From an optimization exercise on the open Yosys and OpenROAD flow, aimed at small area and a short achievable clock period; shortcuts taken in it are not production practice. The RTL was checked by simulation tests, not by an equivalence proof against the original design.

==> run R <==
// OE_Sort
module OE_Sort #(
    parameter BIT_WIDTH = 8,
    parameter N = 16
    )
(
    input clk,
    input rst,
    input in_valid,
    input [BIT_WIDTH*N-1:0] list,
    output out_valid,
    output [BIT_WIDTH*N-1:0] sorted_list
    );
clock: 2.5 ns
lec_check: 0
abc_area: 1
cap_margin: 20
core_margin: 2
core_utilization: 65
cts_cluster_diameter: 80
cts_cluster_size: 30
setup_slack_margin: 0.8
slew_margin: 20
standard.sh (not shown) runs the stock make flow with config.mk's settings and CLKGATE_MAP_FILE= SYNTH_SCRIPT=/design/flow/synth_recipe.tcl, a recipe that flattens the netlist after the stock synthesis.
==> flow/flow/run.sh <==
#!/bin/bash
# The standard layout (the standard.sh, ORFS from synthesis to finish), except that
# buffer_ports gives every input and output port a sky130_fd_sc_hd__buf_1 instead of the
# delay buffer (clkdlybuf4s50_1) it picks by default. Each ORFS step keeps its own log under
# orfs/logs/; make's full output goes to standard.log here.
set -euo pipefail
export BUFFER_PORTS_ARGS="-buffer_cell sky130_fd_sc_hd__buf_1"
bash standard.sh finish > standard.log 2>&1
==> inputs of run H, as changes to run R <==
Settings changed: CORE_UTILIZATION 65 to 80.
==> inputs of run B, as changes to run R <==
Settings changed: SETUP_SLACK_MARGIN 0.8 to 0.85.
==> results.yml <==
critical_path:
  crit_start: "q9_s3[0]$_DFF_P_"
  endpoint: "q9_s4[2]$_DFF_P_"
finish:
  n_all_buffers: 315
timing:
  worst_slew_pin_slew_ns: 0.639
status:
  status: "no timing/DRC/antenna violations"
-- figures above: run B

==> results.yml <==
die:
  die-area_sq_um: 59700
finish:
  n_all_buffers: 300
critical_path:
  crit_start: "q15_s3[2]$_DFF_P_"
  endpoint: "q13_s4[2]$_DFF_P_"
  regToRegSetupSlack_ns: 0.78
timing:
  worst_slew_pin_slew_ns: 0.630
status:
  status: "no timing/DRC/antenna violations"
-- figures above: run H

==> results.yml <==
timing:
  worst_slew_pin_slew_ns: 0.646
status:
  status: "no timing/DRC/antenna violations"
worst_hold_path:
  hp-class: "primary input to flip-flop"
clock_tree:
  clock_path_buffers: 3
critical_path:
  endpoint: "sorted_list[78]"
  crit_start: "q9_s9[6]$_DFF_P_"
  critical-path-top-delay-family: "flip-flops"
route:
  wl_per_cell_um: 14.2
-- figures above: run R



==> inputs of trial 32 <==
OE_Sort again, from the RTL that the note above started with.
Settings: LEC_CHECK=0, ABC_AREA=1, CAP_MARGIN=20, CORE_MARGIN=2, CORE_UTILIZATION=65, CTS_CLUSTER_DIAMETER=80, CTS_CLUSTER_SIZE=30, SETUP_SLACK_MARGIN=1.0, SLEW_MARGIN=20; clock period 2.5 ns.
Scripts as last shown in full above: flow/flow/run.sh
==> inputs of trial 44, as changes to trial 32 <==
==> flow/run.sh (new file) <==
#!/bin/bash
# synth_recipe.tcl (not shown) runs the flow's synth.tcl, then flattens the netlist and writes it again
# the make line also repeats each setting of config.mk as NAME=value (left out here)
make -C /OpenROAD-flow-scripts/flow DESIGN_CONFIG=/design/flow/config.mk WORK_HOME=/design/flow/orfs CLKGATE_MAP_FILE= SYNTH_SCRIPT=/design/flow/synth_recipe.tcl finish
- SETUP_SLACK_MARGIN: 1.0 -> 0.8
removed: flow/flow/run.sh
removed: flow/standard.sh
==> inputs of build 70, as changes to trial 32 <==
- CTS_CLUSTER_DIAMETER: 80 -> 60
- CTS_CLUSTER_SIZE: 30 -> 20
- SETUP_SLACK_MARGIN: 1.0 -> 0.8
==> inputs of trial 50, as changes to trial 32 <==
==> flow/flow/run.sh (replaced) <==
#!/bin/bash
# The standard layout (the standard.sh, ORFS from synthesis to finish), except that
# buffer_ports gives every input and output port a sky130_fd_sc_hd__buf_2 instead of the
# delay buffer (clkdlybuf4s50_1) it picks by default. Each ORFS step keeps its own log under
# orfs/logs/; make's full output goes to standard.log here.
set -euo pipefail
export BUFFER_PORTS_ARGS="-buffer_cell sky130_fd_sc_hd__buf_2"
bash standard.sh finish > standard.log 2>&1
- SETUP_SLACK_MARGIN: 1.0 -> 0.8
==> flow_summary.yaml <==
clocking:
  cts-buffers-inserted: 75
cells_and_area:
  seq_share: 0.4670
  utilization: 0.7097
  seq_area_sq_mm: 0.02325
  drive_above_1_share: 0.09574
run_status:
  outcome: "no timing/DRC/antenna violations"
setup_path:
  cp_data_required_time_ns: 3.02
worst_hold_path:
  worstHoldPathType: "input port to register"
place:
  placed_cell_area_sq_mm: 0.04714
the above is filed under build 70

==> flow_summary.yaml <==
worst_hold_path:
  hp-start: "q15_s4[4]$_DFF_P_"
cells_and_area:
  utilization: 0.7138
  seq_share: 0.4653
  seq_area_sq_mm: 0.02330
  drive_above_1_share: 0.1167
run_status:
  outcome: "no timing/DRC/antenna violations"
clocking:
  cts_resized: 450
  cts-buffers-inserted: 47
setup_path:
  cp_data_required_time_ns: 3.03
routing:
  wl_um: 104700
  firstDrtPassIters: 9
global_route:
  grt_usage: 0.2789
  grt_max_degree: 31
place:
  placed_cell_area_sq_mm: 0.04877
the above is filed under trial 44

==> flow_summary.yaml <==
run_status:
  outcome: "no timing/DRC/antenna violations"
cells_and_area:
  seq_area_sq_mm: 0.02325
  seq_share: 0.4721
  utilization: 0.7022
  drive_above_1_share: 0.1306
place:
  placed_cell_area_sq_mm: 0.04747
setup_path:
  cp_data_required_time_ns: 3.08
clocking:
  cts-buffers-inserted: 48
worst_hold_path:
  worstHoldPathType: "input port to register"
the above is filed under trial 50

==> flow_summary.yaml <==
global_route:
  gr-usage-met1: 0.3377
  grt_pass1_wl_um: 166400
worst_hold_path:
  worstHoldPathType: "input port to register"
run_status:
  outcome: "no timing/DRC/antenna violations"
cells_and_area:
  seq_area_sq_mm: 0.02351
  drive_above_1_share: 0.1742
  utilization: 0.7403
place:
  placed_cell_area_sq_mm: 0.04714
clocking:
  cts-buffers-inserted: 48
floorplanning:
  coreArea_sq_mm: 0.07015
setup_path:
  cp_data_required_time_ns: 2.00
the above is filed under trial 32



==> v25 <==
Another version of the RTL of OE_Sort (not shown whole).
export LEC_CHECK = 0
export ABC_AREA = 1
export CAP_MARGIN = 20
export CORE_MARGIN = 2
export CORE_UTILIZATION = 55
export SLEW_MARGIN = 20
create_clock -name core_clock -period 2.5 [get_ports {clk}]
run.sh (not shown) runs the stock make flow with config.mk's settings and CLKGATE_MAP_FILE= SYNTH_SCRIPT=/design/flow/synth_recipe.tcl, a recipe that flattens the netlist after the stock synthesis.
Stock flow here: none of the scripts above is used.
==> inputs of v4, as changes to v25 <==
==> flow/flow/run.sh (new file) <==
#!/bin/bash
# The standard layout (the standard.sh, ORFS from synthesis to finish), except that
# buffer_ports gives every input and output port a sky130_fd_sc_hd__buf_2 instead of the
# delay buffer (clkdlybuf4s50_1) it picks by default. Each ORFS step keeps its own log under
# orfs/logs/; make's full output goes to standard.log here.
set -euo pipefail
export BUFFER_PORTS_ARGS="-buffer_cell sky130_fd_sc_hd__buf_2"
bash standard.sh finish > standard.log 2>&1
==> flow/standard.sh (new file) <==
#!/bin/bash
# synth_recipe.tcl (not shown) runs the flow's synth.tcl, then flattens the netlist and writes it again
# the make line also repeats each setting of config.mk as NAME=value (left out here)
make -C /OpenROAD-flow-scripts/flow DESIGN_CONFIG=/design/flow/config.mk WORK_HOME=/design/flow/orfs CLKGATE_MAP_FILE= SYNTH_SCRIPT=/design/flow/synth_recipe.tcl "${@:-finish}"
removed: flow/run.sh
==> results.py <==
metrics = {
    "timing": {
        "max_slew_margin": 0.414,
        "whs_ns": 0.317,
        "fin_crit_sh": 0.951,
    },
    "route": {
        "wl_met3_um": 3730,
        "via_per_inst": 4.87,
    },
    "outcome": {
        "status": "finished clean",
    },
    "setup_path": {
        "worstSetupStartpoint": "lt_59_8_9_s6$_DFF_P_",
        "critical_path_cell_count": 4,
        "cp_slowest_cell": "clkdlybuf4s50_1",
    },
}
The numbers above come from v25.

==> results.py <==
metrics = {
    "clock_tree": {
        "clk_latency_ns": 0.62,
    },
    "timing": {
        "fin_crit_sh": 0.936,
        "max_slew_margin": 0.362,
    },
    "outcome": {
        "status": "finished clean",
    },
    "global_routing": {
        "global_route.usage.met2": 0.469,
    },
    "setup_path": {
        "worstSetupStartpoint": "lt_29_8_9_s2$_DFF_P_",
        "cp_slowest_cell": "dfxtp_1",
        "cp_max_fo": 32,
        "critical_path_cell_count": 10,
    },
    "route": {
        "wl_met3_um": 3880,
        "drt_iter0_drc": 2583,
    },
}
The numbers above come from v4.



==> inputs of run Z <==
OE_Sort, a different RTL version from the one above (not shown whole).
Settings: LEC_CHECK=0, ABC_AREA=1, CAP_MARGIN=20, CORE_MARGIN=2, CORE_UTILIZATION=55, CTS_CLUSTER_DIAMETER=80, CTS_CLUSTER_SIZE=30, SETUP_SLACK_MARGIN=0.8, SLEW_MARGIN=20; clock period 2.5 ns.
standard.sh (not shown) runs the stock make flow with config.mk's settings and CLKGATE_MAP_FILE= SYNTH_SCRIPT=/design/flow/synth_recipe.tcl, a recipe that flattens the netlist after the stock synthesis.
==> flow/flow/run.sh <==
#!/bin/bash
# The standard layout (the standard.sh, ORFS from synthesis to finish), except that
# buffer_ports gives every input and output port a sky130_fd_sc_hd__buf_2 instead of the
# delay buffer (clkdlybuf4s50_1) it picks by default. Each ORFS step keeps its own log under
# orfs/logs/; make's full output goes to standard.log here.
set -euo pipefail
export BUFFER_PORTS_ARGS="-buffer_cell sky130_fd_sc_hd__buf_2"
bash standard.sh finish > standard.log 2>&1
==> run G (differences from run Z) <==
==> flow/run.sh (new file) <==
#!/bin/bash
# synth_recipe.tcl (not shown) runs the flow's synth.tcl, then flattens the netlist and writes it again
# the make line also repeats each setting of config.mk as NAME=value (left out here)
make -C /OpenROAD-flow-scripts/flow DESIGN_CONFIG=/design/flow/config.mk WORK_HOME=/design/flow/orfs CLKGATE_MAP_FILE= SYNTH_SCRIPT=/design/flow/synth_recipe.tcl finish
--- a/flow/config.mk
+++ b/flow/config.mk
@@ -9,7 +9,4 @@
 export CAP_MARGIN = 20
 export CORE_MARGIN = 2
 export CORE_UTILIZATION = 55
-export CTS_CLUSTER_DIAMETER = 80
-export CTS_CLUSTER_SIZE = 30
-export SETUP_SLACK_MARGIN = 0.8
 export SLEW_MARGIN = 20
removed: flow/flow/run.sh
removed: flow/standard.sh
==> notes <==
Of run Z and run G, run Z has the higher first-iteration DRC count (gap about 0.7%, measured against run G). Of run Z and run G, run Z has the higher worst setup slack (gap 0.44 ns). In run G the clock-buffer cell count is higher than in run Z, by 110. Critical path depth is the same in run G and run Z. Of run G and run Z, run G has the higher core utilization (gap 3.7 points). In wire length, run Z and run G hardly differ.

## separate check: timing with driven ports
In the flow no input, the clock included, has a driving cell. The finished layouts below were timed again as built, in two steps. Step 1 assumes that a clkbuf_16 drives the clock port and a buf_2 every other input. Step 2, shift: input delay + t, output delay - t, t = (earliest + latest rising clock arrival at the registers) / 2. This alone moves slack from input paths to output paths. Slacks: ideal ports / drivers / drivers and shift; pairs: ideal ports / drivers.
run	t (ns)	slack for setup (ns)	hold WS [ns]	latest minus earliest clock arrival (ns)	worst slew at a driven data input, ns
run R	0.706	0.865 / 0.796 / 0.495	0.044 / 0.007 / 0.321	0.044 / 0.043	0.05
run H	0.696	0.777 / 0.768 / 0.490	0.036 / -0.009 / 0.333	0.034 / 0.034	0.06
run B	0.708	0.873 / 0.817 / 0.490	0.039 / 0.002 / 0.322	0.044 / 0.043	0.05
trial 32	0.710	0.885 / 0.814 / 0.490	0.042 / 0.003 / 0.315	0.044 / 0.045	0.05
trial 44	0.699	0.820 / 0.770 / 0.280	0.330 / 0.330 / 0.330	0.033 / 0.033	0.06
build 70	0.700	0.819 / 0.792 / 0.513	0.055 / 0.019 / 0.324	0.028 / 0.028	0.05
trial 50	0.697	0.823 / 0.823 / 0.550	0.072 / 0.029 / 0.330	0.018 / 0.019	0.05
v25	0.679	0.123 / 0.054 / -0.482	0.317 / 0.317 / 0.317	0.022 / 0.022	0.05
v4	0.675	0.160 / 0.160 / -0.083	0.095 / 0.062 / 0.321	0.021 / 0.020	0.06
run Z	0.753	0.845 / 0.771 / 0.219	0.045 / -0.006 / 0.328	0.036 / 0.036	0.06
run G	0.798	0.404 / 0.331 / 0.324	0.293 / 0.242 / 0.306	0.029 / 0.029	0.07
With both steps, setup timing fails in v25 and v4, where it was met with ideal ports. For run Z, which loses most, drivers alone change the setup slack by -0.074 ns; drivers and shift together by -0.626 ns.
